What follows belongs to an exercise in optimizing a design on an open flow for small area and a short achievable clock period; a production flow would make more cautious choices.
Where RTL was checked, it was by simulation tests only, not by an equivalence proof against the original.
No functional check of the RTL was part of run 4.
Power is estimated from default activity; no workload was simulated.

==> flow/design.v <==
module multi_push_multi_pop_fifo
    #(
        parameter DATA_WIDTH = 13,
        parameter FIFO_DEPTH = 19,
        parameter N          = 3,
        parameter NW         = $clog2 (N + 1),
        parameter DW         = DATA_WIDTH
    )
    (
        input  wire                  clk_i,
        input  wire                  rst_i,
        input  wire [NW-1:0]         push_i,
        input  wire [N*DW-1:0]       push_data_i,
        input  wire [NW-1:0]         pop_i,
        output wire [N*DW-1:0]       pop_data_o,
        output wire [NW-1:0]         can_push_o,
        output wire [NW-1:0]         can_pop_o
    );
    localparam R  = (FIFO_DEPTH - 1 + N - 1) / N;   
    localparam RW = $clog2(R);
    localparam CW = $clog2(FIFO_DEPTH + 1);
    logic [CW-1:0] count_l;
    logic [NW-1:0] can_push_l;
    logic [NW-1:0] can_pop_l;
    logic [DW-1:0] head_l   [N];
    logic [N-1:0]  wr_ph_l;                   
    logic [N-1:0]  rd_ph_l;                   
    logic [RW-1:0] wr_row_l [N];
    logic [RW-1:0] rd_row_l [N];
    logic [DW-1:0] mem_l    [N][R];
    wire  [DW-1:0] pd_w [N];
    for (genvar k = 0; k < N; k++) begin: pd
        assign pd_w[k] = push_data_i[k*DW +: DW];
    end
    logic [2*N:0]  ceq_w;                     
    logic [2*N:0]  cgt_w;                     
    logic [N:0]    cpush_ge_w;                
    logic [N:0]    cpop_ge_w;                 
    logic [CW-1:0] cnt_d_w   [2*N+1];         
    logic [NW-1:0] cpush_d_w [2*N+1];
    logic [NW-1:0] cpop_d_w  [2*N+1];
    always_comb begin
        for (int v = 0; v <= 2*N; v++) begin
            ceq_w[v] = (count_l == v);
            cgt_w[v] = (count_l >  v);
        end
        for (int n = 0; n <= N; n++) begin
            cpush_ge_w[n] = (can_push_l >= n);
            cpop_ge_w[n]  = (can_pop_l  >= n);
        end
        for (int d = 0; d <= 2*N; d++) begin
            logic [CW:0] c;
            c = {1'b0, count_l} + d - N;
            cnt_d_w[d]   = c[CW-1:0];
            cpush_d_w[d] = (FIFO_DEPTH - c < N) ? FIFO_DEPTH - c : N;
            cpop_d_w[d]  = (c > N) ? N : c;
        end
    end
    logic [N:0]    np_oh_w, nq_oh_w;          
    logic [N+1:0]  np_ge_w, nq_ge_w;          
    always_comb begin
        for (int n = 1; n <= N; n++) begin
            np_oh_w[n] = (push_i == n) & cpush_ge_w[n];
            nq_oh_w[n] = (pop_i  == n) & cpop_ge_w[n];
        end
        np_oh_w[0] = ~|np_oh_w[N:1];
        nq_oh_w[0] = ~|nq_oh_w[N:1];
        np_ge_w[N+1] = 1'b0;
        nq_ge_w[N+1] = 1'b0;
        for (int n = N; n >= 0; n--) begin
            np_ge_w[n] = np_ge_w[n+1] | np_oh_w[n];
            nq_ge_w[n] = nq_ge_w[n+1] | nq_oh_w[n];
        end
    end
    logic [2*N:0]  d_oh_w;
    always_comb begin
        d_oh_w = {(2*N+1){1'b0}};
        for (int n = 0; n <= N; n++)
            for (int i = 0; i <= N; i++)
                d_oh_w[n - i + N] = d_oh_w[n - i + N] | (np_oh_w[n] & nq_oh_w[i]);
    end
    logic [CW-1:0] count_next_w;
    logic [NW-1:0] can_push_next_w, can_pop_next_w;
    always_comb begin
        count_next_w    = {CW{1'b0}};
        can_push_next_w = {NW{1'b0}};
        can_pop_next_w  = {NW{1'b0}};
        for (int d = 0; d <= 2*N; d++) begin
            count_next_w    = count_next_w    | ({CW{d_oh_w[d]}} & cnt_d_w[d]);
            can_push_next_w = can_push_next_w | ({NW{d_oh_w[d]}} & cpush_d_w[d]);
            can_pop_next_w  = can_pop_next_w  | ({NW{d_oh_w[d]}} & cpop_d_w[d]);
        end
    end
    logic [DW-1:0] bank_rd_w [N];
    logic [N-1:0]  bank_we_w;
    logic [N-1:0]  bank_re_w;
    logic [DW-1:0] bank_wd_w [N];
    logic [N-1:0]  wr_ph_next_w;
    logic [N-1:0]  rd_ph_next_w;
    always_comb begin
        for (int b = 0; b < N; b++) begin
            bank_we_w[b] = 1'b0;
            bank_re_w[b] = 1'b0;
            bank_wd_w[b] = {DW{1'b0}};
            wr_ph_next_w[b] = 1'b0;
            rd_ph_next_w[b] = 1'b0;
            for (int j = 0; j < N; j++) begin
                if (wr_ph_l[(b - j + N) % N]) begin
                    bank_we_w[b] = bank_we_w[b] | np_ge_w[j + 1];
                    bank_wd_w[b] = bank_wd_w[b] | pd_w[j];
                end
                if (rd_ph_l[(b - j + N) % N])
                    bank_re_w[b] = bank_re_w[b] | nq_ge_w[j + 1];
            end
            for (int m = 0; m <= N; m++) begin
                wr_ph_next_w[b] = wr_ph_next_w[b] | (np_oh_w[m] & wr_ph_l[(b - m % N + N) % N]);
                rd_ph_next_w[b] = rd_ph_next_w[b] | (nq_oh_w[m] & rd_ph_l[(b - m % N + N) % N]);
            end
        end
    end
    logic [DW-1:0] head_next_w [N];
    for (genvar p = 0; p < N; p++) begin: hd
        logic [N-1:0] sel_head;               
        logic [N-1:0] sel_bank;               
        logic [N-1:0] sel_new;                
        always_comb begin
            sel_head = {N{1'b0}};
            sel_bank = {N{1'b0}};
            sel_new  = {N{1'b0}};
            for (int i = 0; i <= N; i++) begin
                if (p + i < N)
                    sel_head[p + i] = nq_oh_w[i] & cgt_w[p + i];
                else
                    for (int b = 0; b < N; b++)
                        sel_bank[b] = sel_bank[b] | (nq_oh_w[i] & cgt_w[p + i] & rd_ph_l[(b - (p + i - N) + N) % N]);
                for (int k = 0; k < N; k++)
                    if (p + i - k >= 0)
                        sel_new[k] = sel_new[k] | (nq_oh_w[i] & ceq_w[p + i - k]);
            end
            head_next_w[p] = {DW{1'b0}};
            for (int e = 0; e < N; e++)
                head_next_w[p] = head_next_w[p] | ({DW{sel_head[e]}} & head_l[e]);
            for (int b = 0; b < N; b++)
                head_next_w[p] = head_next_w[p] | ({DW{sel_bank[b]}} & bank_rd_w[b]);
            for (int k = 0; k < N; k++)
                head_next_w[p] = head_next_w[p] | ({DW{sel_new[k]}} & pd_w[k]);
        end
    end
    always_ff @(posedge clk_i)
        if (rst_i) begin
            count_l    <= {CW{1'b0}};
            can_push_l <= N;
            can_pop_l  <= {NW{1'b0}};
            wr_ph_l    <= 1;
            rd_ph_l    <= 1;                  
        end else begin
            count_l    <= count_next_w;
            can_push_l <= can_push_next_w;
            can_pop_l  <= can_pop_next_w;
            wr_ph_l    <= wr_ph_next_w;
            rd_ph_l    <= rd_ph_next_w;
        end
    always_ff @(posedge clk_i)
        for (int p = 0; p < N; p++)
            head_l[p] <= head_next_w[p];
    generate
        for (genvar b = 0; b < N; b++) begin: bank
            always_ff @(posedge clk_i)
                if (rst_i) begin
                    wr_row_l[b] <= {RW{1'b0}};
                    rd_row_l[b] <= 1;         
                end else begin
                    if (bank_we_w[b]) wr_row_l[b] <= (wr_row_l[b] == R - 1) ? {RW{1'b0}} : wr_row_l[b] + 1'b1;
                    if (bank_re_w[b]) rd_row_l[b] <= (rd_row_l[b] == R - 1) ? {RW{1'b0}} : rd_row_l[b] + 1'b1;
                end
            for (genvar r = 0; r < R; r++) begin: row
                always_ff @(posedge clk_i)
                    if (bank_we_w[b] && wr_row_l[b] == r)
                        mem_l[b][r] <= bank_wd_w[b];
            end
            assign bank_rd_w[b] = mem_l[b][rd_row_l[b]];
        end
        for (genvar p = 0; p < N; p++) begin: port
            assign pop_data_o[p*DW +: DW] = head_l[p];
        end
    endgenerate
    assign can_push_o = can_push_l;
    assign can_pop_o  = can_pop_l;
endmodule
==> flow/flow/run.sh <==
#!/bin/bash
# Standard ORFS layout, except that ABC maps the logic with flow/abc_speed.script
# (area-leaner than ORFS's speed script; the registers are mapped as in the
# standard synthesis, before ABC runs). Each step's output goes to its own log.
set -euo pipefail
W=$PWD
rm -rf "$W/scripts_mod"
cp -r "$FLOW_HOME/scripts" "$W/scripts_mod"
cp "$W/flow/abc_speed.script" "$W/scripts_mod/abc_speed.script"
bash standard.sh SCRIPTS_DIR="$W/scripts_mod" synth > "$W/synth.log" 2>&1
bash standard.sh SCRIPTS_DIR="$W/scripts_mod" finish > "$W/layout.log" 2>&1
==> flow/flow/abc_speed.script <==
strash
&get -n
&st
&dch
&nf -R 1000
&put
buffer -c
upsize -c
dnsize -c
==> flow/standard.sh <==
#!/bin/bash
# synth_recipe.tcl (not shown) runs the flow's synth.tcl, then flattens the netlist and writes it again
# the make line also repeats each setting of config.mk as NAME=value (left out here)
make -C /OpenROAD-flow-scripts/flow DESIGN_CONFIG=/design/flow/config.mk WORK_HOME=/design/flow/orfs CLKGATE_MAP_FILE= SYNTH_SCRIPT=/design/flow/synth_recipe.tcl "${@:-finish}"
==> flow/config.mk <==
export PLATFORM = sky130hd
export DESIGN_NAME = multi_push_multi_pop_fifo
export DESIGN_NICKNAME = multi_push_multi_pop_fifo
export VERILOG_FILES = /design/flow/design.v
export SDC_FILE = /design/flow/constraint.sdc
export NUM_CORES = 4
export LEC_CHECK = 0
export CAP_MARGIN = 20
export CORE_MARGIN = 2
export CORE_UTILIZATION = 40
export PLACE_DENSITY = 0.6
export SETUP_SLACK_MARGIN = 3.5
export SLEW_MARGIN = 20
==> flow/constraint.sdc <==
create_clock -name core_clock -period 6.0 [get_ports {clk_i}]
set_input_delay 1.2000 -clock core_clock [delete_from_list [all_inputs] [get_ports {clk_i}]]
set_output_delay 1.2000 -clock core_clock [all_outputs]
set_load 0.01 [all_outputs]
==> impl_metrics.ini, run 1 <==
[timing]
post-route-period-util_pct = 42.94
finalSetupViolCount = 0
finalHoldViolCount = 0
clock.fmax_mhz = 388.1
drv_slew = 0
fin_crit_ps = 2577
rsz0062_at_grt = true
tightest_slew_ps = 870.3
holdWs_ps = 493.9
maxSlewHeadroom_pct = 41.78
final.setup.tns_ps = 0
skew_ps = 29.25

[placement]
io_buffer_count = 87
place_congestion = 0.9066
dp_hpwl_mm = 34.85
placed_area_sq_mm = 0.01686

[synth]
ys_warn_count = 11
synth_area_sq_mm = 0.01511
synthTopCellsByArea = edfxtp_1 (47%), dfxtp_1 (9.5%), a222oi_1 (6.5%)
postSynthCellCount = 1384
ys_ff_latch = 306
synthDistinctLibCells = 65
synth_edf_count = 234
yosys.area.top_type = edfxtp_1
yosys.area.top_type_share_pct = 46.51
netlist_top_cells_count = edfxtp_1 (234), nand2_1 (177), a22oi_1 (128)
avgSynthCellArea_sq_um = 10.92
synth-main-ff-cell = edfxtp_1
yosysMostFrequentCell = edfxtp_1
ys_seq_area_share_pct = 56.05
syn-num-nets = 1450
synthArstFlopShare_pct = 0

[drt]
wire_per_inst_um = 25.29
vias_per_cell = 6.495
ant_nets = 0
drc = 0
drt_iter0_drc = 2218
dr_total_vias = 13672
wirelength_mm = 53.23
drt-pass1-iter-count = 9

[layout]
n_antenna_cell = 0
synthToLayoutAreaGrowth_pct = 33.98
drive_gt1_share_pct = 27.79
utilization_pct = 54.13
nets = 1634
final_area_sq_mm = 0.02024

[critical_path]
arrival_ps = 2980
crit_path_frequent_cell = buf_6
crit_chain = buf_8, nand4_1, buf_6, buf_6, nand2_4, nor2_4, a21oi_2, o21ai_4, buf_12, a222oi_1, o21ai_1, or3_1
crit_path_end_kind = flop
worstSetupPathType = in -> reg
crit_required_ps = 6400
cpPeakStageDelay_ps = 330
critPathSlowestCell = or3_1
start_kind = primary input
crit_fanout = 7

[grt]
grt_use_total_pct = 26.08
antenna_found_initial = 0
grt-ovfl-total = 0
grt_max_degree = 46
grt_pass1_wl_mm = 78.08
first_global_vias = 12716

[floorplan]
boundaryPins = 88
die_area_sq_mm = 0.03934
row_count = 71
start_util_pct = 40.40
die_y_um = 198.4
coreArea_sq_mm = 0.03740
die_x_um = 198.4

[run]
drv_cap = 0

[pwr]
ir_drop_v = 0.0003399
p_leak_nw = 7.158
power_density_mw_per_mm2 = 471.1

[clock_tree]
h-tree-depth = 2
cts_tree = yes
clock_latency_ps = 540
root_buffer = clkbuf_16
cts.path.max_buffers = 3
ctsHoldBuffers = 0
clock_sinks = 306
clk_pin_slew_worst_paths_ps = 60
cts_buffers = 34

[status]
status = finished clean

[worst_hold_path]
hp-class = reg -> reg
## sequential cells by signal, summed over array words and instances (netlist names)
name / flops
can_pop_l: 2
can_push_l: 2
wr_row_l: 9
wr_ph_l: 3
head_l: 39
rd_row_l: 9
count_l: 5
mem_l: 234
rd_ph_l: 3
## cells by family after synthesis
family,Yosys count,synth area share (%)
flops,306,56.05
mux,3,0.2070
compound gates,478,24.24
xor+xnor,16,0.9274
buf+inv,119,3.362
simple gates,441,13.48
fa+ha+maj,21,1.739
## per-stage QoR
stage	power, W	setup WS, ps	std cells
floorplan	0.005257	3108	1384
global placement	0.006328	1795	1912
detailed placement	0.006359	1763	1912
CTS	0.008991	3453	2046
global route	0.009942	3323	2105
finish	0.009537	3423	2105
## final cells by class
cell class              count  area [sq um]
clock buffers              43         915.9
clock inverters            19         212.7
fillers                  3182         17160
inverters                  20         83.83
multi-input cells         960          7408
flip-flops and latches    306          8524
well taps                 511         639.4
repair buffers            246          2459
## power breakdown
group	internal, W	total, W	switching, W
combinational	0.00182	0.00431	0.00248
sequential	0.00275	0.00310	0.000351
clock	0.00126	0.00213	0.000866
## final timing paths
path                        from              to  slack [ps]  depth (start not counted)
setup / recovery        pop_i[1]    head_l[2][0]        3420                         12
hold / removal    rd_row_l[1][2]  rd_row_l[1][2]         490                          1
setup reg to reg      count_l[1]   head_l[0][11]        3430                         14
hold reg to reg   rd_row_l[1][2]  rd_row_l[1][2]         490                          1
## worst max-delay path, delay by kind of cell
family / cells / cell delay (ps)
AO/OA/AOI/OAI: 4 / 710
AND/OR/NAND/NOR: 4 / 560
buffers and inverters: 4 / 500
## what timing repair did
action | in CTS | in global routing
setup buffers | 67 | 57
endpoints found under the setup margin | 345 | 99
cloned | 5 | 2
pin swaps | 46 | 74
resized for setup | 209 | 131
## per-layer routing
layer / vias up / part of all wire [%] / track usage (%)
li1: 5983 / - / -
met1: 6697 / 42 / 37.77
met2: 876 / 45 / 39.75
met3: 116 / 10 / 4.820
met4: 0 / 2.9 / 7.602
met5: - / 0 / 0
## cells in the final DEF, fill, tap and decap left out, types with 12 or more instances in the layout
| cell type | n |
|---|---|
| dfxtp_4 | 12 |
| a221oi_2 | 14 |
| a222oi_1 | 98 |
| xnor2_1 | 12 |
| nor3_1 | 14 |
| dfxtp_1 | 51 |
| buf_4 | 110 |
| dlygate4sd2_1 | 43 |
| nor2_2 | 12 |
| o22ai_1 | 29 |
| clkdlybuf4s50_1 | 40 |
| nand4_1 | 13 |
| a21oi_2 | 12 |
| o21ai_0 | 19 |
| a22oi_1 | 123 |
| nand3_1 | 45 |
| nor2_1 | 71 |
| o21ai_2 | 14 |
| o21ai_1 | 12 |
| buf_6 | 22 |
| nor2_4 | 15 |
| a21oi_1 | 45 |
| clkbuf_16 | 36 |
| buf_12 | 22 |
| edfxtp_1 | 234 |
| nand2_1 | 167 |
==> inputs of run 2 (changes only) <==
==> flow/flow/run.sh (replaced) <==
#!/bin/bash
# Standard ORFS layout, except that ABC maps the logic with flow/abc_speed.script
# (area-leaner than ORFS's speed script; the registers are mapped as in the
# standard synthesis, before ABC runs). Each step's output goes to its own log.
# Ports are buffered with buf_4 instead of the default pick (clkdlybuf4s50_1).
set -euo pipefail
W=$PWD
rm -rf "$W/scripts_mod"
cp -r "$FLOW_HOME/scripts" "$W/scripts_mod"
cp "$W/flow/abc_speed.script" "$W/scripts_mod/abc_speed.script"
bash standard.sh SCRIPTS_DIR="$W/scripts_mod" synth > "$W/synth.log" 2>&1
bash standard.sh SCRIPTS_DIR="$W/scripts_mod" "BUFFER_PORTS_ARGS=-buffer_cell sky130_fd_sc_hd__buf_4" finish > "$W/layout.log" 2>&1
==> run 2 against run 1 <==
Still clean. Non-clock buffer count increased by 10. Flip-flop and latch count stayed put. Synthesized cell count unchanged. Routed wire length up 1.2%. Critical endpoint is now head_l[2][12].
==> impl_metrics.ini, run 2 <==
[worst_hold_path]
min_from = rd_row_l[0][0]
hold_end = rd_row_l[0][0]
holdPathStages = 1
hp-class = reg -> reg

[drt]
wire_per_inst_um = 25.45
drt-pass1-iter-count = 7
drc = 0
wirelength_mm = 53.86
vias_per_cell = 6.512
ant_nets = 0
drt_iter0_drc = 2187
dr_total_vias = 13780

[synth]
syn-num-nets = 1450
yosysMostFrequentCell = edfxtp_1
synthTopCellsByArea = edfxtp_1 (47%), dfxtp_1 (9.5%), a222oi_1 (6.5%)
synthArstFlopShare_pct = 0
synth_area_sq_mm = 0.01511
avgSynthCellArea_sq_um = 10.92
yosys.area.top_type = edfxtp_1
ys_seq_area_share_pct = 56.05
ys_warn_count = 11
netlist_top_cells_count = edfxtp_1 (234), nand2_1 (177), a22oi_1 (128)
synthDistinctLibCells = 65
synth-main-ff-cell = edfxtp_1
yosys.area.top_type_share_pct = 46.51
postSynthCellCount = 1384
ys_ff_latch = 306
synth_edf_count = 234

[critical_path]
r2r_cells = 11
crit_family = compound AO/OA/AOI/OAI gates
arrival_ps = 3000
cpPeakStageDelay_ps = 340
reg2reg_to = head_l[2][12]
critPathSlowestCell = a222oi_1
worstSetupPathType = in -> reg
path_buf_inv = 5
reg2reg_from = count_l[1]
crit_fanout = 4
start_kind = primary input
crit_chain = buf_8, nand4_1, buf_6, buf_6, buf_6, o22ai_4, a21oi_2, o21ai_4, buf_12, a222oi_1, o21ai_1, a211o_1
crit_required_ps = 6420
crit_path_frequent_cell = buf_6
ff2ff_setup_slack_ps = 3480
crit_path_end_kind = flop

[timing]
rsz0062_at_grt = true
maxSlewHeadroom_pct = 40.17
clock.fmax_mhz = 387.8
finalHoldViolCount = 0
finalSetupViolCount = 0
drv_slew = 0
post-route-period-util_pct = 42.97
skew_ps = 21.37
final.setup.tns_ps = 0
tightest_slew_ps = 894.2
fin_crit_ps = 2578

[layout]
final_cell_mix = edfxtp_1 (234), buf_4 (203), nand2_1 (165)
largest_reg_flops = 234
synthToLayoutAreaGrowth_pct = 33.93
drive_gt1_share_pct = 34.14
multi_input_area_sq_mm = 0.007527
fill_cells = 3168
final_common_cell = edfxtp_1
area.sequential_sq_mm = 0.008508
nets = 1646
utilization_pct = 54.11
top_register = mem_l
n_antenna_cell = 0
reg_top3 = mem_l: 234 flops, head_l: 39 flops

[floorplan]
die_y_um = 198.4
die_x_um = 198.4
row_count = 71
start_util_pct = 40.40
boundaryPins = 88
die_area_sq_mm = 0.03934
coreArea_sq_mm = 0.03740

[clock_tree]
clock_sinks = 306
h-tree-depth = 2
clk_pin_slew_worst_paths_ps = 60
cts_buffers = 34
root_buffer = clkbuf_16
clock_latency_ps = 540
cts_tree = yes
ctsHoldBuffers = 0
cts.path.max_buffers = 3

[pwr]
ir_drop_v = 0.0003633
switchingPower_w = 0.003757
p_int_w = 0.005855
power_density_mw_per_mm2 = 475.0
p_leak_nw = 7.207
pwr-share-comb_pct = 45.8
pwr-share-clk_pct = 21.8
swShare_pct = 39.09
seq_power_share_pct = 32.4

[grt]
grtUsageMet1_pct = 37.41
first_global_vias = 12590
grt_pass1_wl_mm = 78.14
grt_max_degree = 46
grt_busiest_layer = met2
met3_usage_pct = 4.923
antenna_found_initial = 0
grt_use_total_pct = 26.02
grt-ovfl-total = 0
grtUsageMet2_pct = 40.49

[placement]
place_congestion = 0.8818
io_buffer_count = 87
dp_hpwl_mm = 34.77

[status]
status = finished clean

[run]
drv_cap = 0
-- run 2: metrics by stage --
stage / hold WS (ps) / total power, W / setup WS, ps / instance area, sq um / cells
2_1_floorplan: 480.2 / 0.005257 / 3108 / 15610 / 1384
3_3_place_gp: 502.9 / 0.006218 / 2230 / 16580 / 1904
3_5_place_dp: 519.8 / 0.006263 / 2194 / 16600 / 1906
4_1_cts: 480.8 / 0.008949 / 3433 / 18930 / 2045
5_1_grt: 553.5 / 0.01000 / 3385 / 20240 / 2116
6_report: 512.9 / 0.009612 / 3422 / 20240 / 2116
-- run 2: worst max path at each step --
stage              startpoint  cells past startpoint            end  slack [ps]
6_report             pop_i[1]                     12  head_l[2][12]        3420
5_1_grt              pop_i[1]                     12   head_l[2][0]        3390
4_1_cts        rd_row_l[1][1]                     10   head_l[0][0]        3430
3_5_place_dp         pop_i[1]                     10   head_l[2][0]        2190
3_3_place_gp         pop_i[1]                     10   head_l[2][0]        2230
2_1_floorplan        pop_i[0]                      9     count_l[3]        3110
-- run 2: power groups by stage --
stage	Sequential, W	Clock [W]	Combinational (W)
floorplan	0.00305	0	0.00221
global placement	0.00311	0	0.00310
detailed placement	0.00312	0	0.00315
CTS	0.00308	0.00211	0.00376
global route	0.00314	0.00219	0.00467
finish	0.00311	0.00210	0.00440
-- run 2: repair_timing --
action                     CTS  global route
gates resized for setup    124           171
setup buffers               74            65
setup endpoints to repair  222           128
pin swaps                   47            96
cloned                       4             6
-- run 2: cells by family (layout without fill, tap and decap cells) --
logic type	count (synthesis)	in the layout	share of synthesized area (%)
and+or+nand+nor	441	444	13.48
muxes	3	3	0.2070
AOI/OAI and AO/OA	478	478	24.24
buffers and inverters	119	337	3.362
DFF	306	306	56.05
adders and majority gates	21	21	1.739
xor gates and xnor gates	16	16	0.9274
-- run 2: routing by layer --
metal  up-vias  share of wire [%]
li1       6007                  -
met1      6796                 41
met2       890                 46
met3        87                 11
met4         0                2.5
met5         -                  0
-- run 2: cell type report --
cell class	instances	share of cell area, %
clock buffer	42	4.402
sequential	306	42.05
clock inverter	19	1.014
tap	511	3.160
inverter	20	0.4143
multi-input combinational	962	37.20
timing repair buffer	256	11.77
-- run 2: worst register-to-register path, stage by stage, from the launching register on --
cell and delay (ps):
dfxtp_4 380, clkinvlp_4 220, buf_4 220, ha_4 160
nand2_2 180, o22ai_4 90, a21oi_2 170, o21ai_4 100
buf_12 140, a222oi_1 350, o21ai_1 120, a211o_1 290
==> inputs of run 3 (changes only) <==
==> flow/run.sh (new file) <==
#!/bin/bash
# synth_recipe.tcl (not shown) runs the flow's synth.tcl, then flattens the netlist and writes it again
# the make line also repeats each setting of config.mk as NAME=value (left out here)
make -C /OpenROAD-flow-scripts/flow DESIGN_CONFIG=/design/flow/config.mk WORK_HOME=/design/flow/orfs CLKGATE_MAP_FILE= SYNTH_SCRIPT=/design/flow/synth_recipe.tcl finish
removed: flow/flow/run.sh
removed: flow/flow/abc_speed.script
removed: flow/standard.sh
==> run 3 against run 2 <==
Clock power rose by 15%. Final cell count rose by 9.6%. Sequential share of layout area fell by 3.7 points. Final area rose by 9.8%. Largest cell class is now multi-input combinational cells.
==> impl_metrics.ini, run 3 <==
[clock_tree]
cts_buffers = 36
h-tree-depth = 2
ctsHoldBuffers = 0
clock_latency_ps = 560
clk_pin_slew_worst_paths_ps = 60
cts_tree = yes
clock_sinks = 306
root_buffer = clkbuf_16
cts.path.max_buffers = 3

[critical_path]
crit_required_ps = 6220
start_kind = primary input
reg2reg_to = head_l[0][7]
crit_fanout = 6
r2r_cells = 9
worstSetupPathType = in -> reg
reg2reg_from = rd_row_l[1][1]
arrival_ps = 2780
crit_path_end_kind = flop
ff2ff_setup_slack_ps = 3510

[floorplan]
row_count = 75
start_util_pct = 40.42
coreArea_sq_mm = 0.04176
die_x_um = 209.4
die_y_um = 209.4
boundaryPins = 88
die_area_sq_mm = 0.04386

[grt]
grt_pass1_wl_mm = 97.37
grt_max_degree = 63
antenna_found_initial = 1
first_global_vias = 14733
grt_use_total_pct = 29.76
grt-ovfl-total = 0

[placement]
io_buffer_count = 87
placed_area_sq_mm = 0.01836
dp_slack_ps = 2026
place_congestion = 0.9567
dp_hpwl_mm = 44.20

[synth]
synth_edf_count = 234
synthDistinctLibCells = 96
syn-num-nets = 1642
netlist_top_cells_count = edfxtp_1 (234), nand2_1 (108), a222oi_1 (96)
ys_warn_count = 11
synthArstFlopShare_pct = 0
ys_ff_latch = 306
ys_seq_area_share_pct = 50.17
synthTopCellsByArea = edfxtp_1 (42%), dfxtp_1 (8.5%), a222oi_1 (5.7%)
avgSynthCellArea_sq_um = 10.71
yosysMostFrequentCell = edfxtp_1
yosys.area.top_type = edfxtp_1
postSynthCellCount = 1576
synth_area_sq_mm = 0.01688
synth-main-ff-cell = edfxtp_1
yosys.area.top_type_share_pct = 41.63

[drt]
dr_total_vias = 15759
drt_iter0_drc = 2510
vias_per_cell = 6.796
wirelength_mm = 68.07
dr_wl_met2_mm = 32.35
drt-pass1-iter-count = 12
wire_per_inst_um = 29.35
top_layer = met4
dr_wl_met3_mm = 6.021
wirelength_met1_mm = 25.15
drc = 0
ant_nets = 0

[layout]
nets = 1816
top_register = mem_l
synthToLayoutAreaGrowth_pct = 31.59
final_area_sq_mm = 0.02221
final_common_cell = edfxtp_1
drive_gt1_share_pct = 25.87
reg_top3 = mem_l: 234 flops, head_l: 39 flops
largest_reg_flops = 234
final_cell_mix = edfxtp_1 (234), buf_4 (120), nand2_1 (100)

[pwr]
power_density_mw_per_mm2 = 450.0
p_leak_nw = 7.702
finalPower_w = 0.009995
ir_drop_v = 0.0002727

[timing]
finalWorstSetupSlack_ps = 3440
rsz0062_at_grt = true
finalSetupViolCount = 0
post-route-period-util_pct = 42.67
skew_ps = 29.61
final.setup.tns_ps = 0
fin_crit_ps = 2560
finalHoldViolCount = 0
drv_slew = 0
clock.fmax_mhz = 390.6
tightest_slew_ps = 1020
maxSlewHeadroom_pct = 31.97
holdWs_ps = 510.4

[worst_hold_path]
holdPathStages = 2
hp-class = reg -> reg
hold_end = head_l[0][4]
min_from = head_l[0][4]

[status]
status = finished clean

[run]
drv_cap = 0
==> run 3: cell count changes after synthesis, moves of 14 or more <==
cell and change:
a21oi_1 +18, nand3b_1 +22, clkbuf_1 -14, nand2_1 -69, mux2i_1 +27, inv_1 +58
mux2_2 +22, buf_2 +26, a22oi_1 -54
==> run 3: per-stage QoR <==
stage,util (%),cells
global placement,43.97,2097
finish,53.19,2319
CTS,50.64,2241
detailed placement,43.97,2097
global route,53.19,2318
floorplan,-,1576
==> run 3: cells by family after synthesis <==
logic type               synth area share (%)
AO/OA/AOI/OAI                           25.54
XOR/XNOR                               0.4151
adder cells (fa/ha/maj)                 1.557
buffers and inverters                   5.359
flip-flops                              50.17
multiplexers                            3.854
AND/OR/NAND/NOR                         13.11
==> run 3: where the power goes <==
group	switching (W)	internal (W)	total, W
clock	0.000920	0.00149	0.00241
combinational	0.00262	0.00190	0.00452
sequential	0.000365	0.00270	0.00307
total	0.00390	0.00609	0.00999
==> run 3: critical path: stages <==
cell	delay, ps
clkdlybuf4s50_1	550
a222oi_1	760
inv_1	260
==> run 3: worst max path at each step <==
| stage | from | endpoint | slack [ps] |
|---|---|---|---|
| after global placement | pop_i[1] | head_l[1][7] | 2150 |
| after global routing | count_l[0] | head_l[2][8] | 3420 |
| final | push_data_i[4] | mem_l[14][4] | 3440 |
| after detailed placement | push_i[1] | mem_l[4][11] | 2030 |
| after floorplan | push_i[1] | mem_l[2][0] | 3050 |
| after CTS | push_i[1] | can_pop_l[0] | 3490 |
==> run 3: final cells by class <==
| class | count | area [sq um] |
|---|---|---|
| diodes | 2 | 5.005 |
| repair buffers | 258 | 2728 |
| clock buffers | 48 | 967.2 |
| multi-input cells | 1073 | 8701 |
| inverters | 73 | 305.3 |
| repair inverters | 2 | 15.01 |
| clock inverters | 18 | 300.3 |
| well taps | 539 | 674.4 |
| flip-flops and latches | 306 | 8517 |
| fillers | 3561 | 19550 |
==> run 3: repair_timing <==
item	in CTS	in global routing
gates resized for setup	216	91
pin swaps	44	44
cloned	8	4
endpoints found under the setup margin	390	179
setup buffers	70	72
==> run 3: per-layer routing <==
metal	vias to the layer above	track usage, %
li1	6764	-
met2	1015	49.74
met5	-	0
met1	7767	37.00
met3	213	4.100
met4	0	17.36
==> inputs of run 4 (changes only) <==
--- a/flow/design.v
+++ b/flow/design.v
@@ -20,6 +20,7 @@
     localparam RW = $clog2(R);
     localparam CW = $clog2(FIFO_DEPTH + 1);
     logic [CW-1:0] count_l;
+    logic [2*N-1:0] cgt_l;                    
     logic [NW-1:0] can_push_l;
     logic [NW-1:0] can_pop_l;
     logic [DW-1:0] head_l   [N];
@@ -34,16 +35,23 @@
     end
     logic [2*N:0]  ceq_w;                     
     logic [2*N:0]  cgt_w;                     
+    logic [4*N-1:0] cgt_u_w;                  
     logic [N:0]    cpush_ge_w;                
     logic [N:0]    cpop_ge_w;                 
     logic [CW-1:0] cnt_d_w   [2*N+1];         
     logic [NW-1:0] cpush_d_w [2*N+1];
     logic [NW-1:0] cpop_d_w  [2*N+1];
     always_comb begin
-        for (int v = 0; v <= 2*N; v++) begin
-            ceq_w[v] = (count_l == v);
-            cgt_w[v] = (count_l >  v);
-        end
+        for (int v = 0; v < 2*N; v++)
+            cgt_w[v] = cgt_l[v];
+        cgt_w[2*N] = (count_l > 2*N);
+        ceq_w[0] = ~cgt_w[0];
+        for (int v = 1; v <= 2*N; v++)
+            ceq_w[v] = cgt_w[v-1] & ~cgt_w[v];
+        for (int u = 0; u < 4*N; u++)
+            if (u < N)            cgt_u_w[u] = 1'b1;
+            else if (u - N < 2*N) cgt_u_w[u] = cgt_l[u - N];
+            else                  cgt_u_w[u] = (count_l > u - N);
         for (int n = 0; n <= N; n++) begin
             cpush_ge_w[n] = (can_push_l >= n);
             cpop_ge_w[n]  = (can_pop_l  >= n);
@@ -80,8 +88,14 @@
                 d_oh_w[n - i + N] = d_oh_w[n - i + N] | (np_oh_w[n] & nq_oh_w[i]);
     end
     logic [CW-1:0] count_next_w;
+    logic [2*N-1:0] cgt_next_w;
     logic [NW-1:0] can_push_next_w, can_pop_next_w;
     always_comb begin
+        for (int v = 0; v < 2*N; v++) begin
+            cgt_next_w[v] = 1'b0;
+            for (int d = 0; d <= 2*N; d++)
+                cgt_next_w[v] = cgt_next_w[v] | (d_oh_w[d] & cgt_u_w[v + 2*N - d]);
+        end
         count_next_w    = {CW{1'b0}};
         can_push_next_w = {NW{1'b0}};
         can_pop_next_w  = {NW{1'b0}};
@@ -149,12 +163,14 @@
     always_ff @(posedge clk_i)
         if (rst_i) begin
             count_l    <= {CW{1'b0}};
+            cgt_l      <= {(2*N){1'b0}};
             can_push_l <= N;
             can_pop_l  <= {NW{1'b0}};
             wr_ph_l    <= 1;
             rd_ph_l    <= 1;                  
         end else begin
             count_l    <= count_next_w;
+            cgt_l      <= cgt_next_w;
             can_push_l <= can_push_next_w;
             can_pop_l  <= can_pop_next_w;
             wr_ph_l    <= wr_ph_next_w;
==> flow/flow/run.sh (new file) <==
#!/bin/bash
# Standard ORFS layout, except that ABC maps the logic with flow/abc_speed.script
# (area-leaner than ORFS's speed script; the registers are mapped as in the
# standard synthesis, before ABC runs). Each step's output goes to its own log.
# Ports are buffered with buf_4 instead of the default pick (clkdlybuf4s50_1).
set -euo pipefail
W=$PWD
rm -rf "$W/scripts_mod"
cp -r "$FLOW_HOME/scripts" "$W/scripts_mod"
cp "$W/flow/abc_speed.script" "$W/scripts_mod/abc_speed.script"
bash standard.sh SCRIPTS_DIR="$W/scripts_mod" synth > "$W/synth.log" 2>&1
bash standard.sh SCRIPTS_DIR="$W/scripts_mod" "BUFFER_PORTS_ARGS=-buffer_cell sky130_fd_sc_hd__buf_4" finish > "$W/layout.log" 2>&1
==> flow/flow/abc_speed.script (new file) <==
strash
&get -n
&st
&dch
&nf -R 1000
&put
buffer -c
upsize -c
dnsize -c
==> flow/standard.sh (new file) <==
#!/bin/bash
# synth_recipe.tcl (not shown) runs the flow's synth.tcl, then flattens the netlist and writes it again
# the make line also repeats each setting of config.mk as NAME=value (left out here)
make -C /OpenROAD-flow-scripts/flow DESIGN_CONFIG=/design/flow/config.mk WORK_HOME=/design/flow/orfs CLKGATE_MAP_FILE= SYNTH_SCRIPT=/design/flow/synth_recipe.tcl "${@:-finish}"
removed: flow/run.sh
==> run 4 against run 3 <==
Clock-buffer cell count decreased by 2. Hold slack got worse by 3.8 ps. Clock skew decreased by 8.7 ps. Non-clock buffer count decreased by 3. Sequential power increased by 4%. Sequential share of layout area increased by 3.8 points. Total power decreased by 11%. Clock power decreased by 13%. Worst setup slack got worse by 97 ps. Still clean on timing, DRC and antenna. Final area decreased by 8.0%. First-iteration DRC count increased by 4.7%. Critical endpoint is now head_l[2][4].
==> impl_metrics.ini, run 4 <==
[critical_path]
crit_family = compound AO/OA/AOI/OAI gates
arrival_ps = 3080
crit_path_end_kind = flop
reg2reg_to = head_l[2][4]
crit_chain = inv_4, ha_4, buf_6, and2_4, a222oi_1, nand3_1, a211oi_4, buf_4, o221ai_2, a221o_1, a221o_1
cp_num_cells = 11
critPathSlowestCell = dfxtp_4
crit_path_frequent_cell = a221o_1
worstSetupPathType = reg -> reg
cpPeakStageDelay_ps = 380
crit_path_start = rd_row_l[1][1]
ff2ff_setup_slack_ps = 3340
r2r_cells = 11
crit_required_ps = 6420
crit_fanout = 6
reg2reg_from = rd_row_l[1][1]
path_buf_inv = 3
start_kind = flop

[drt]
dr_total_vias = 14632
drc = 0
wire_per_inst_um = 27.44
drt_iter0_drc = 2628
wirelength_mm = 58.63
vias_per_cell = 6.847
ant_nets = 0
drt-pass1-iter-count = 11

[clock_tree]
clk_pin_slew_worst_paths_ps = 60
root_buffer = clkbuf_16
cts.path.max_buffers = 3
cts_buffers = 35
h-tree-depth = 2
clock_latency_ps = 540
cts_tree = yes
clock_sinks = 312

[placement]
io_buffer_count = 87
dp_hpwl_mm = 37.18
place_congestion = 0.9184
placed_area_sq_mm = 0.01682

[layout]
nets = 1670
final_area_sq_mm = 0.02043
final_common_cell = edfxtp_1
final_cell_mix = edfxtp_1 (234), buf_4 (198), nand2_1 (182)
utilization_pct = 54.11
largest_reg_flops = 234
reg_top3 = mem_l: 234 flops, head_l: 39 flops
synthToLayoutAreaGrowth_pct = 32.74
drive_gt1_share_pct = 30.63
top_register = mem_l
n_antenna_cell = 0

[timing]
finalHoldViolCount = 0
holdWs_ps = 506.6
drv_slew = 0
clock.fmax_mhz = 376.4
fin_crit_ps = 2657
finalSetupViolCount = 0
rsz0062_at_grt = true
skew_ps = 20.89
post-route-period-util_pct = 44.28
maxSlewHeadroom_pct = 50.56
final.setup.tns_ps = 0
tightest_slew_ps = 740.9

[worst_hold_path]
hp-class = reg -> reg
holdPathStages = 2
hold_end = head_l[0][9]
min_from = head_l[0][9]

[grt]
antenna_found_initial = 1
grt_max_degree = 46
grt-ovfl-total = 0
grt_use_total_pct = 27.67
grt_pass1_wl_mm = 85.75
first_global_vias = 13400

[synth]
netlist_top_cells_count = edfxtp_1 (234), nand2_1 (197), a22oi_1 (125)
synth_area_sq_mm = 0.01539
ys_ff_latch = 312
postSynthCellCount = 1411
yosysMostFrequentCell = edfxtp_1
yosys.area.top_type = edfxtp_1
ys_seq_area_share_pct = 55.80
ys_warn_count = 11
synth_edf_count = 234
synthDistinctLibCells = 61
synthArstFlopShare_pct = 0
synthTopCellsByArea = edfxtp_1 (46%), dfxtp_1 (10%), a222oi_1 (7.1%)
syn-num-nets = 1477
synth-main-ff-cell = edfxtp_1
avgSynthCellArea_sq_um = 10.91
yosys.area.top_type_share_pct = 45.66

[pwr]
pwr-share-comb_pct = 40.5
power_density_mw_per_mm2 = 435.2
pwr-share-clk_pct = 23.6
p_int_w = 0.005463
switchingPower_w = 0.003427
swShare_pct = 38.55
seq_power_share_pct = 35.9
p_leak_nw = 7.227
ir_drop_v = 0.0002951

[floorplan]
row_count = 71
die_y_um = 200.2
boundaryPins = 88
die_area_sq_mm = 0.04006
die_x_um = 200.2
coreArea_sq_mm = 0.03776
start_util_pct = 40.76

[run]
drv_cap = 0

[status]
status = finished clean
## run 4: changes by cell type in the layout (fill, tap and decap cells not counted), sizes merged, moves of 23 or more
cell,change
nand2,+89
buf,+83
inv,-56
a22oi,+51
dlygate4sd2,-44
clkdlybuf4s50,-34
mux2i,-26
nand3,+25
mux2,-24
nand3b,-23
nor2,-23
## run 4: metrics by stage
stage,instances,power (W),setup WS [ps]
2_1_floorplan,1411,0.004749,2927
3_3_place_gp,1932,0.005807,2388
3_5_place_dp,1932,0.005827,2278
4_1_cts,2084,0.008399,3331
5_1_grt,2137,0.009205,3256
6_report,2137,0.008890,3343
## run 4: cells by family (layout without fill, tap and decap cells)
family / count (synthesis) / in the layout / synth area share, %
AOI/OAI and AO/OA: 484 / 484 / 24.54
and+or+nand+nor: 457 / 459 / 13.84
DFF: 312 / 312 / 55.80
buffers and inverters: 118 / 331 / 3.000
adders and majority gates: 21 / 21 / 1.707
xor gates and xnor gates: 16 / 16 / 0.9105
muxes: 3 / 3 / 0.1951
## run 4: worst max path at each step
stage | slack [ps] | endpoint
2_1_floorplan | 2930 | cgt_l[4]
3_3_place_gp | 2390 | head_l[1][12]
3_5_place_dp | 2280 | head_l[1][5]
4_1_cts | 3330 | mem_l[5][12]
5_1_grt | 3260 | head_l[0][11]
6_report | 3340 | head_l[2][4]
## run 4: power groups by stage
| stage | combinational (W) | sequential, W | clock (W) |
|---|---|---|---|
| final | 0.00360 | 0.00319 | 0.00210 |
| after global routing | 0.00379 | 0.00322 | 0.00220 |
| after CTS | 0.00316 | 0.00313 | 0.00210 |
| after detailed placement | 0.00267 | 0.00315 | 0 |
| after global placement | 0.00265 | 0.00316 | 0 |
| after floorplan | 0.00167 | 0.00308 | 0 |
## run 4: worst register-to-register path, stage by stage, from the launching register on
cell      delay, ps
dfxtp_4         380
inv_4            50
ha_4            260
buf_6           130
and2_4          180
a222oi_1        290
nand3_1         190
a211oi_4        230
buf_4           180
o221ai_2        100
a221o_1         290
a221o_1         270
## run 4: repair_timing
item                       in CTS  in global routing
buffers inserted               88                 50
hold buffers                    0                  0
setup endpoints to repair     238                123
resized for setup             137                130
cloned                          5                  3
pin swaps                      64                 91
## run 4: layout make-up
cell class	count	area, sq um
clock buffers	46	947.2
fillers	3166	17330
inverters	17	70.07
well taps	511	639.4
repair buffers	255	2440
multi-input cells	983	7571
clock inverters	13	148.9
flip-flops and latches	312	8612
## run 4: routing by layer
metal | track usage, % | share of wire (%) | wire (um) | vias to the layer above
li1 | - | - | - | 6178
met1 | 40.83 | 41 | 23960 | 7196
met2 | 40.49 | 44 | 25620 | 1117
met3 | 6.476 | 13 | 7487 | 141
met4 | 7.756 | 2.7 | 1560 | 0
met5 | 0 | 0 | 0 | -
==> inputs of run 5 (changes only) <==
--- a/flow/design.v
+++ b/flow/design.v
@@ -17,17 +17,14 @@
         output wire [NW-1:0]         can_pop_o
     );
     localparam R  = (FIFO_DEPTH - 1 + N - 1) / N;   
-    localparam RW = $clog2(R);
-    localparam CW = $clog2(FIFO_DEPTH + 1);
-    logic [CW-1:0] count_l;
-    logic [2*N-1:0] cgt_l;                    
+    logic [FIFO_DEPTH-1:0] cgt_l;             
     logic [NW-1:0] can_push_l;
     logic [NW-1:0] can_pop_l;
     logic [DW-1:0] head_l   [N];
     logic [N-1:0]  wr_ph_l;                   
     logic [N-1:0]  rd_ph_l;                   
-    logic [RW-1:0] wr_row_l [N];
-    logic [RW-1:0] rd_row_l [N];
+    logic [R-1:0]  wr_row_l [N];              
+    logic [R-1:0]  rd_row_l [N];              
     logic [DW-1:0] mem_l    [N][R];
     wire  [DW-1:0] pd_w [N];
     for (genvar k = 0; k < N; k++) begin: pd
@@ -35,33 +32,18 @@
     end
     logic [2*N:0]  ceq_w;                     
     logic [2*N:0]  cgt_w;                     
-    logic [4*N-1:0] cgt_u_w;                  
     logic [N:0]    cpush_ge_w;                
     logic [N:0]    cpop_ge_w;                 
-    logic [CW-1:0] cnt_d_w   [2*N+1];         
-    logic [NW-1:0] cpush_d_w [2*N+1];
-    logic [NW-1:0] cpop_d_w  [2*N+1];
+    wire  [FIFO_DEPTH+3*N-1:0] cgt_u_w = {{(2*N){1'b0}}, cgt_l, {N{1'b1}}};
     always_comb begin
-        for (int v = 0; v < 2*N; v++)
+        for (int v = 0; v <= 2*N; v++)
             cgt_w[v] = cgt_l[v];
-        cgt_w[2*N] = (count_l > 2*N);
         ceq_w[0] = ~cgt_w[0];
         for (int v = 1; v <= 2*N; v++)
             ceq_w[v] = cgt_w[v-1] & ~cgt_w[v];
-        for (int u = 0; u < 4*N; u++)
-            if (u < N)            cgt_u_w[u] = 1'b1;
-            else if (u - N < 2*N) cgt_u_w[u] = cgt_l[u - N];
-            else                  cgt_u_w[u] = (count_l > u - N);
         for (int n = 0; n <= N; n++) begin
             cpush_ge_w[n] = (can_push_l >= n);
             cpop_ge_w[n]  = (can_pop_l  >= n);
-        end
-        for (int d = 0; d <= 2*N; d++) begin
-            logic [CW:0] c;
-            c = {1'b0, count_l} + d - N;
-            cnt_d_w[d]   = c[CW-1:0];
-            cpush_d_w[d] = (FIFO_DEPTH - c < N) ? FIFO_DEPTH - c : N;
-            cpop_d_w[d]  = (c > N) ? N : c;
         end
     end
     logic [N:0]    np_oh_w, nq_oh_w;          
@@ -87,23 +69,25 @@
             for (int i = 0; i <= N; i++)
                 d_oh_w[n - i + N] = d_oh_w[n - i + N] | (np_oh_w[n] & nq_oh_w[i]);
     end
-    logic [CW-1:0] count_next_w;
-    logic [2*N-1:0] cgt_next_w;
+    logic [FIFO_DEPTH-1:0] cgt_next_w;
+    logic [N:0]    cpush_ge_next_w, cpop_ge_next_w;
     logic [NW-1:0] can_push_next_w, can_pop_next_w;
     always_comb begin
-        for (int v = 0; v < 2*N; v++) begin
+        for (int v = 0; v < FIFO_DEPTH; v++) begin
             cgt_next_w[v] = 1'b0;
             for (int d = 0; d <= 2*N; d++)
                 cgt_next_w[v] = cgt_next_w[v] | (d_oh_w[d] & cgt_u_w[v + 2*N - d]);
         end
-        count_next_w    = {CW{1'b0}};
-        can_push_next_w = {NW{1'b0}};
-        can_pop_next_w  = {NW{1'b0}};
-        for (int d = 0; d <= 2*N; d++) begin
-            count_next_w    = count_next_w    | ({CW{d_oh_w[d]}} & cnt_d_w[d]);
-            can_push_next_w = can_push_next_w | ({NW{d_oh_w[d]}} & cpush_d_w[d]);
-            can_pop_next_w  = can_pop_next_w  | ({NW{d_oh_w[d]}} & cpop_d_w[d]);
+        for (int n = 1; n <= N; n++) begin
+            cpush_ge_next_w[n] = 1'b0;
+            cpop_ge_next_w[n]  = 1'b0;
+            for (int d = 0; d <= 2*N; d++) begin
+                cpush_ge_next_w[n] = cpush_ge_next_w[n] | (d_oh_w[d] & ~cgt_u_w[FIFO_DEPTH - n + 2*N - d]);
+                cpop_ge_next_w[n]  = cpop_ge_next_w[n]  | (d_oh_w[d] &  cgt_u_w[n - 1 + 2*N - d]);
+            end
         end
+        can_push_next_w = cpush_ge_next_w[3] ? 2'd3 : cpush_ge_next_w[2] ? 2'd2 : cpush_ge_next_w[1] ? 2'd1 : 2'd0;
+        can_pop_next_w  = cpop_ge_next_w[3]  ? 2'd3 : cpop_ge_next_w[2]  ? 2'd2 : cpop_ge_next_w[1]  ? 2'd1 : 2'd0;
     end
     logic [DW-1:0] bank_rd_w [N];
     logic [N-1:0]  bank_we_w;
@@ -162,14 +146,12 @@
     end
     always_ff @(posedge clk_i)
         if (rst_i) begin
-            count_l    <= {CW{1'b0}};
-            cgt_l      <= {(2*N){1'b0}};
+            cgt_l      <= {FIFO_DEPTH{1'b0}};
             can_push_l <= N;
             can_pop_l  <= {NW{1'b0}};
             wr_ph_l    <= 1;
             rd_ph_l    <= 1;                  
         end else begin
-            count_l    <= count_next_w;
             cgt_l      <= cgt_next_w;
             can_push_l <= can_push_next_w;
             can_pop_l  <= can_pop_next_w;
@@ -183,18 +165,22 @@
         for (genvar b = 0; b < N; b++) begin: bank
             always_ff @(posedge clk_i)
                 if (rst_i) begin
-                    wr_row_l[b] <= {RW{1'b0}};
-                    rd_row_l[b] <= 1;         
+                    wr_row_l[b] <= 1;
+                    rd_row_l[b] <= 2;         
                 end else begin
-                    if (bank_we_w[b]) wr_row_l[b] <= (wr_row_l[b] == R - 1) ? {RW{1'b0}} : wr_row_l[b] + 1'b1;
-                    if (bank_re_w[b]) rd_row_l[b] <= (rd_row_l[b] == R - 1) ? {RW{1'b0}} : rd_row_l[b] + 1'b1;
+                    if (bank_we_w[b]) wr_row_l[b] <= {wr_row_l[b][R-2:0], wr_row_l[b][R-1]};
+                    if (bank_re_w[b]) rd_row_l[b] <= {rd_row_l[b][R-2:0], rd_row_l[b][R-1]};
                 end
             for (genvar r = 0; r < R; r++) begin: row
                 always_ff @(posedge clk_i)
-                    if (bank_we_w[b] && wr_row_l[b] == r)
+                    if (bank_we_w[b] && wr_row_l[b][r])
                         mem_l[b][r] <= bank_wd_w[b];
             end
-            assign bank_rd_w[b] = mem_l[b][rd_row_l[b]];
+            always_comb begin
+                bank_rd_w[b] = {DW{1'b0}};
+                for (int r = 0; r < R; r++)
+                    bank_rd_w[b] = bank_rd_w[b] | ({DW{rd_row_l[b][r]}} & mem_l[b][r]);
+            end
         end
         for (genvar p = 0; p < N; p++) begin: port
             assign pop_data_o[p*DW +: DW] = head_l[p];
==> run 5 against run 4 <==
Register-to-register slack improved by 360 ps. Routed wire length decreased by 17%. Worst setup slack improved by 91 ps. Die area decreased by 6.7%. Sequential power decreased by 6%. Critical endpoint is now head_l[0][2].
==> impl_metrics.ini, run 5 <==
[critical_path]
critPathSlowestCell = a222oi_1
cp_num_cells = 11
cpPeakStageDelay_ps = 290
crit_fanout = 7
path_buf_inv = 2
reg2reg_from = can_pop_l[1]
reg2reg_to = head_l[0][2]
critPathCapture = head_l[0][2]
crit_path_start = pop_i[1]
crit_family = simple AND/OR/NAND/NOR gates
crit_chain = buf_12, nand2_8, or2_4, nand2_4, nor2_4, and2_4, buf_6, a222oi_1, o221ai_1, a211oi_1, nand3_1
start_kind = primary input
arrival_ps = 2950
worstSetupPathType = in -> reg
crit_required_ps = 6390
ff2ff_setup_slack_ps = 3700
r2r_cells = 10
crit_path_end_kind = flop

[floorplan]
die_y_um = 193.4
boundaryPins = 88
start_util_pct = 40.43
die_x_um = 193.4
row_count = 69
die_area_sq_mm = 0.03739
coreArea_sq_mm = 0.03548

[timing]
tightest_slew_ps = 761.0
final.setup.tns_ps = 0
rsz0062_at_grt = true
finalSetupViolCount = 0
maxSlewHeadroom_pct = 49.20
drv_slew = 0
fin_crit_ps = 2566
clock.fmax_mhz = 389.7
skew_ps = 23.68
post-route-period-util_pct = 42.77
finalHoldViolCount = 0

[synth]
syn-num-nets = 1221
yosys.area.top_type_share_pct = 48.98
synth_area_sq_mm = 0.01435
synthDistinctLibCells = 58
yosys.area.top_type = edfxtp_1
synthTopCellsByArea = edfxtp_1 (49%), dfxtp_1 (15%), a222oi_1 (9.6%)
ys_seq_area_share_pct = 63.50
ys_ff_latch = 338
ys_warn_count = 8
netlist_top_cells_count = edfxtp_1 (234), nand2_1 (199), a222oi_1 (137)
synthArstFlopShare_pct = 0
synth-main-ff-cell = edfxtp_1
yosysMostFrequentCell = edfxtp_1
avgSynthCellArea_sq_um = 12.20
synth_edf_count = 234
postSynthCellCount = 1176

[pwr]
p_int_w = 0.004421
switchingPower_w = 0.001911
p_leak_nw = 6.190
pwr-share-clk_pct = 32.9
pwr-share-comb_pct = 19.5
swShare_pct = 30.18
ir_drop_v = 0.0001969
seq_power_share_pct = 47.6
power_density_mw_per_mm2 = 357.8

[layout]
reg_top3 = mem_l: 234 flops, head_l: 39 flops, cgt_l: 19 flops
drive_gt1_share_pct = 24.68
final_common_cell = edfxtp_1
final_cell_mix = edfxtp_1 (234), nand2_1 (193), buf_4 (155)
utilization_pct = 49.88
fill_cells = 3095
largest_reg_flops = 234
n_antenna_cell = 0
area.sequential_sq_mm = 0.009119
top_register = mem_l
multi_input_area_sq_mm = 0.005309
nets = 1358
synthToLayoutAreaGrowth_pct = 23.38

[placement]
dp_hpwl_mm = 29.39
io_buffer_count = 87
place_congestion = 0.8993

[grt]
grt_max_degree = 62
grt-ovfl-total = 0
grt_use_total_pct = 23.98
first_global_vias = 10880
grt_pass1_wl_mm = 69.19
antenna_found_initial = 0

[drt]
wirelength_mm = 48.55
vias_per_cell = 6.565
drt-pass1-iter-count = 10
ant_nets = 0
wire_per_inst_um = 26.94
drt_iter0_drc = 2099
drc = 0
dr_total_vias = 11831

[clock_tree]
clock_latency_ps = 520
h-tree-depth = 2
cts_buffers = 37
clk_pin_slew_worst_paths_ps = 60
root_buffer = clkbuf_16
clock_sinks = 338
cts_tree = yes
cts.path.max_buffers = 3

[status]
status = finished clean

[worst_hold_path]
min_from = wr_row_l[0][0]
hp-class = reg -> reg

[run]
drv_cap = 0
run 5: cell count changes after synthesis, moves of 16 or more:
cell and change:
a21oi_1 -35, a221oi_1 -16, a222oi_1 +28, a22oi_1 -54, a31oi_1 +21, and2_0 +19, clkbuf_1 -22, dfxtp_1 +26
ha_1 -21, nand3_1 -62, o21ai_0 -16
run 5: metrics by stage:
stage	instances	worst slack, ps	total power [W]	hold slack (ps)	area (sq um)
2_1_floorplan	1176	3185	0.003523	458.7	14490
6_report	1802	3434	0.006332	495.9	17700
5_1_grt	1802	3341	0.006527	532.5	17700
3_3_place_gp	1653	2395	0.004047	468.5	15450
4_1_cts	1741	3352	0.006167	489.6	16880
3_5_place_dp	1653	2333	0.004062	476.7	15450
run 5: layout make-up:
class	instances	share of cell area [%]
Timing Repair Buffer	181	8.710
Tap cell	461	3.259
Clock inverter	16	0.5514
Sequential cell	338	51.52
Multi-Input combinational cell	745	30.00
Inverter	10	0.3111
Clock buffer	51	5.649
run 5: worst min-delay path by stage:
stage	endpoint	slack, ps	cells after the start
final	wr_row_l[0][0]	500	1
after global routing	wr_row_l[2][0]	530	1
after floorplan	wr_row_l[1][0]	460	1
after global placement	wr_row_l[0][0]	470	1
after detailed placement	wr_row_l[0][0]	480	1
after CTS	wr_row_l[0][0]	490	1
run 5: kinds of logic after synthesis:
logic type | synth area share [%]
flops | 63.50
compound gates | 22.52
simple gates | 10.70
buf+inv | 2.721
mux | 0.5582
run 5: worst register-to-register path: stages, from the launching register on:
cell and delay (ps):
dfxtp_2 500, nand2_8 80, or2_4 260, nand2_4 90, nor2_4 60, and2_4 200
buf_6 140, a222oi_1 290, o221ai_1 180, a211oi_1 270, nand3_1 100
run 5: timing repair:
item,4_1_cts,5_1_grt
gates cloned,0,7
pin swaps,9,55
setup endpoints to repair,316,246
hold buffers,0,0
gates resized for setup,40,63
setup buffers,21,54
run 5: routing by layer:
metal	share of wire, %	global-route usage [%]
met2	46	38.76
met1	39	33.10
met3	11	4.376
met5	0	0
met4	3.4	6.955
run 5: power by group through the flow:
stage / Combinational [W] / Sequential, W / Clock [W]
global placement: 0.00101 / 0.00304 / 0
detailed placement: 0.00102 / 0.00304 / 0
global route: 0.00131 / 0.00302 / 0.00219
CTS: 0.00107 / 0.00300 / 0.00210
finish: 0.00124 / 0.00301 / 0.00208
floorplan: 0.000612 / 0.00291 / 0
==> inputs of run 6 (changes only) <==
==> flow/run.sh (new file) <==
#!/bin/bash
# synth_recipe.tcl (not shown) runs the flow's synth.tcl, then flattens the netlist and writes it again
# the make line also repeats each setting of config.mk as NAME=value (left out here)
make -C /OpenROAD-flow-scripts/flow DESIGN_CONFIG=/design/flow/config.mk WORK_HOME=/design/flow/orfs CLKGATE_MAP_FILE= SYNTH_SCRIPT=/design/flow/synth_recipe.tcl finish
removed: flow/flow/run.sh
removed: flow/flow/abc_speed.script
removed: flow/standard.sh
==> run 6 against run 5 <==
Utilization decreased by 0.68 points. Clock-buffer cell count fell by 6. Sequential power rose by 1%. Worst setup slack got worse by 3.4 ps. Critical path depth fell by 2. Highest routed layer unchanged. Die area grew 0.49%. Largest cell class unchanged. First-iteration DRC count is 5.0% lower. Critical path type unchanged. Routed wire length is 3.2% lower.
==> impl_metrics.ini, run 6 <==
[pwr]
p_int_w = 0.004525
switchingPower_w = 0.001909
pwr-share-comb_pct = 18.8
ir_drop_v = 0.0001907
swShare_pct = 29.67
p_leak_nw = 6.126
pwr-share-clk_pct = 33.8
power_density_mw_per_mm2 = 367.7
seq_power_share_pct = 47.5
finalPower_w = 0.006434

[clock_tree]
clock_sinks = 338
h-tree-depth = 2
ctsHoldBuffers = 0
clock_latency_ps = 530
root_buffer = clkbuf_16
cts.path.max_buffers = 3
clk_pin_slew_worst_paths_ps = 60
cts_tree = yes
cts_buffers = 36

[synth]
synthArstFlopShare_pct = 0
ys_ff_latch = 338
yosys.area.top_type_share_pct = 48.74
postSynthCellCount = 1200
yosys.area.top_type = edfxtp_1
synthTopCellsByArea = edfxtp_1 (49%), dfxtp_1 (14%), a22oi_1 (8.5%)
netlist_top_cells_count = edfxtp_1 (234), a22oi_1 (163), dfxtp_1 (104)
avgSynthCellArea_sq_um = 12.01
ys_seq_area_share_pct = 63.18
synth_area_sq_mm = 0.01442
yosysMostFrequentCell = edfxtp_1
synthDistinctLibCells = 45
synth-main-ff-cell = edfxtp_1
syn-num-nets = 1245
synth_edf_count = 234
ys_warn_count = 8

[grt]
antenna_found_initial = 2
grt_pass1_wl_mm = 69.64
grt_use_total_pct = 23.96
grt-ovfl-total = 0
first_global_vias = 11013
grt_max_degree = 63

[layout]
drive_gt1_share_pct = 16.91
synthToLayoutAreaGrowth_pct = 21.37
fin_cells = 1780
top_register = mem_l
nets = 1337
largest_reg_flops = 234
final_common_cell = edfxtp_1
n_antenna_cell = 0
final_cell_mix = edfxtp_1 (234), a22oi_1 (149), nor2_1 (94)
reg_top3 = mem_l: 234 flops, head_l: 39 flops, cgt_l: 19 flops

[timing]
skew_ps = 21.65
maxSlewHeadroom_pct = 38.36
tightest_slew_ps = 924.6
drv_slew = 0
rsz0062_at_grt = true
finalHoldViolCount = 0
post-route-period-util_pct = 42.82
final.setup.tns_ps = 0
fin_crit_ps = 2569
holdWs_ps = 463.7
clock.fmax_mhz = 389.2
finalSetupViolCount = 0

[drt]
dr_total_vias = 11700
wirelength_mm = 46.97
drt_iter0_drc = 1995
drt-pass1-iter-count = 10
wire_per_inst_um = 26.39
drc = 0
vias_per_cell = 6.573
ant_nets = 0

[floorplan]
row_count = 69
boundaryPins = 88
die_area_sq_mm = 0.03758
die_y_um = 193.9
start_util_pct = 40.53
coreArea_sq_mm = 0.03557
die_x_um = 193.9

[critical_path]
crit_required_ps = 6360
ff2ff_setup_slack_ps = 3700
start_kind = primary input
arrival_ps = 2930
crit_path_end_kind = flop
crit_fanout = 7
worstSetupPathType = in -> reg

[status]
status = finished clean

[placement]
io_buffer_count = 87
dp_hpwl_mm = 29.01
place_inst = 1668
place_congestion = 0.8382

[run]
drv_cap = 0

[worst_hold_path]
hp-class = reg -> reg
==> run 6: changes by cell type in the layout (fill, tap and decap cells not counted), moves of 22 or more <==
cell,previous run,this run
nor2_1,51,94
inv_1,7,51
buf_4,155,45
o22ai_1,9,39
dlygate4sd2_1,0,43
clkdlybuf4s50_1,0,37
a222oi_1,137,76
dfxtp_2,5,27
a22oi_1,66,149
dfxtp_1,98,76
a221oi_1,19,47
nand2_1,193,66
==> run 6: critical path: stages <==
cell and delay [ps]:
buf_12 120, nand2_4 60, nor2_4 40, buf_8 110
a222oi_1 470, o21ai_4 150, a221o_1 360, a221oi_2 260
a31oi_1 150
==> run 6: repair_timing <==
action,in CTS,in global routing
setup endpoints to repair,381,197
pin swaps,17,20
buffers inserted,32,10
resized for setup,129,23
gates cloned,1,4
==> run 6: final cells by class <==
type	count	area (sq um)
Timing Repair Buffer	142	1328
Fill cell	3180	18070
Sequential cell	338	9146
Inverter	51	191.4
Clock buffer	45	954.7
Tap cell	461	576.8
Multi-Input combinational cell	723	5115
Clock inverter	20	186.4
==> run 6: path summary, 6_finish.rpt <==
| kind | start | cells after the start | endpoint |
|---|---|---|---|
| setup / recovery | pop_i[1] | 9 | can_pop_l[1] |
| hold / removal | wr_row_l[0][0] | 1 | wr_row_l[0][0] |
| setup reg to reg | rd_row_l[1][4] | 6 | head_l[2][3] |
| hold reg to reg | wr_row_l[0][0] | 1 | wr_row_l[0][0] |
==> run 6: cells by family (layout without fill, tap and decap cells) <==
| group | Yosys count | in the layout | synth area share (%) |
|---|---|---|---|
| AO/OA/AOI/OAI | 449 | 449 | 24.02 |
| flip-flops | 338 | 338 | 63.18 |
| AND/OR/NAND/NOR | 254 | 259 | 7.819 |
| buffers and inverters | 144 | 258 | 3.940 |
| multiplexers | 15 | 15 | 1.041 |
==> run 6: metrics by stage <==
stage | utilization [%] | setup WS (ps) | area, sq um
2_1_floorplan | - | 3179 | 14650
3_3_place_gp | 44.29 | 1755 | 15750
3_5_place_dp | 44.29 | 1757 | 15750
4_1_cts | 48.62 | 3459 | 17290
5_1_grt | 49.19 | 3342 | 17500
6_report | 49.19 | 3431 | 17500
==> run 6: per-layer routing <==
metal  GRT usage (%)  vias to the layer above  wire (um)  part of all wire (%)
met5               0                        -          0                     0
met4           7.604                        0       1420                   3.0
met3           3.653                       96       4379                   9.3
met2           37.26                      714      21130                    45
met1           34.56                     5832      20040                    43
li1                -                     5058          -                     -
==> run 6: power groups by stage <==
stage / Clock [W] / Combinational (W) / Sequential, W
final: 0.00217 / 0.00121 / 0.00305
after global routing: 0.00229 / 0.00129 / 0.00307
after CTS: 0.00219 / 0.00116 / 0.00304
after detailed placement: 0 / 0.00115 / 0.00307
after global placement: 0 / 0.00114 / 0.00307
after floorplan: 0 / 0.000653 / 0.00297

==> what the ideal ports hide <==
Ports are ideal in the flow. The routed layouts listed here were re-timed in OpenROAD. Step 1 assumes that a clkbuf_16 drives the clock port and a buf_2 every other input. Step 2 moves the port delays by t, midway between the first and last clock arrival at a register: inputs arrive t later, outputs are due t later. That takes back most of the time a late clock gives input paths. a / b / c = ideal / step 1 / step 2; a / b = the first two.
| run | t (ns) | setup WS [ns] | worst data-port slew with drivers (ns) |
|---|---|---|---|
| run 1 | 0.574 | 3.423 / 3.427 / 2.853 | 0.05 |
| run 2 | 0.589 | 3.422 / 3.435 / 2.846 | 0.06 |
| run 3 | 0.605 | 3.440 / 3.460 / 2.855 | 0.08 |
| run 4 | 0.585 | 3.343 / 3.336 / 2.751 | 0.08 |
| run 5 | 0.562 | 3.434 / 3.423 / 2.861 | 0.06 |
| run 6 | 0.567 | 3.431 / 3.436 / 2.869 | 0.06 |
After both steps every run listed still meets setup and hold. The setup slack of run 4, which loses most, moves by -0.007 ns with the drivers and by -0.592 ns with both steps.
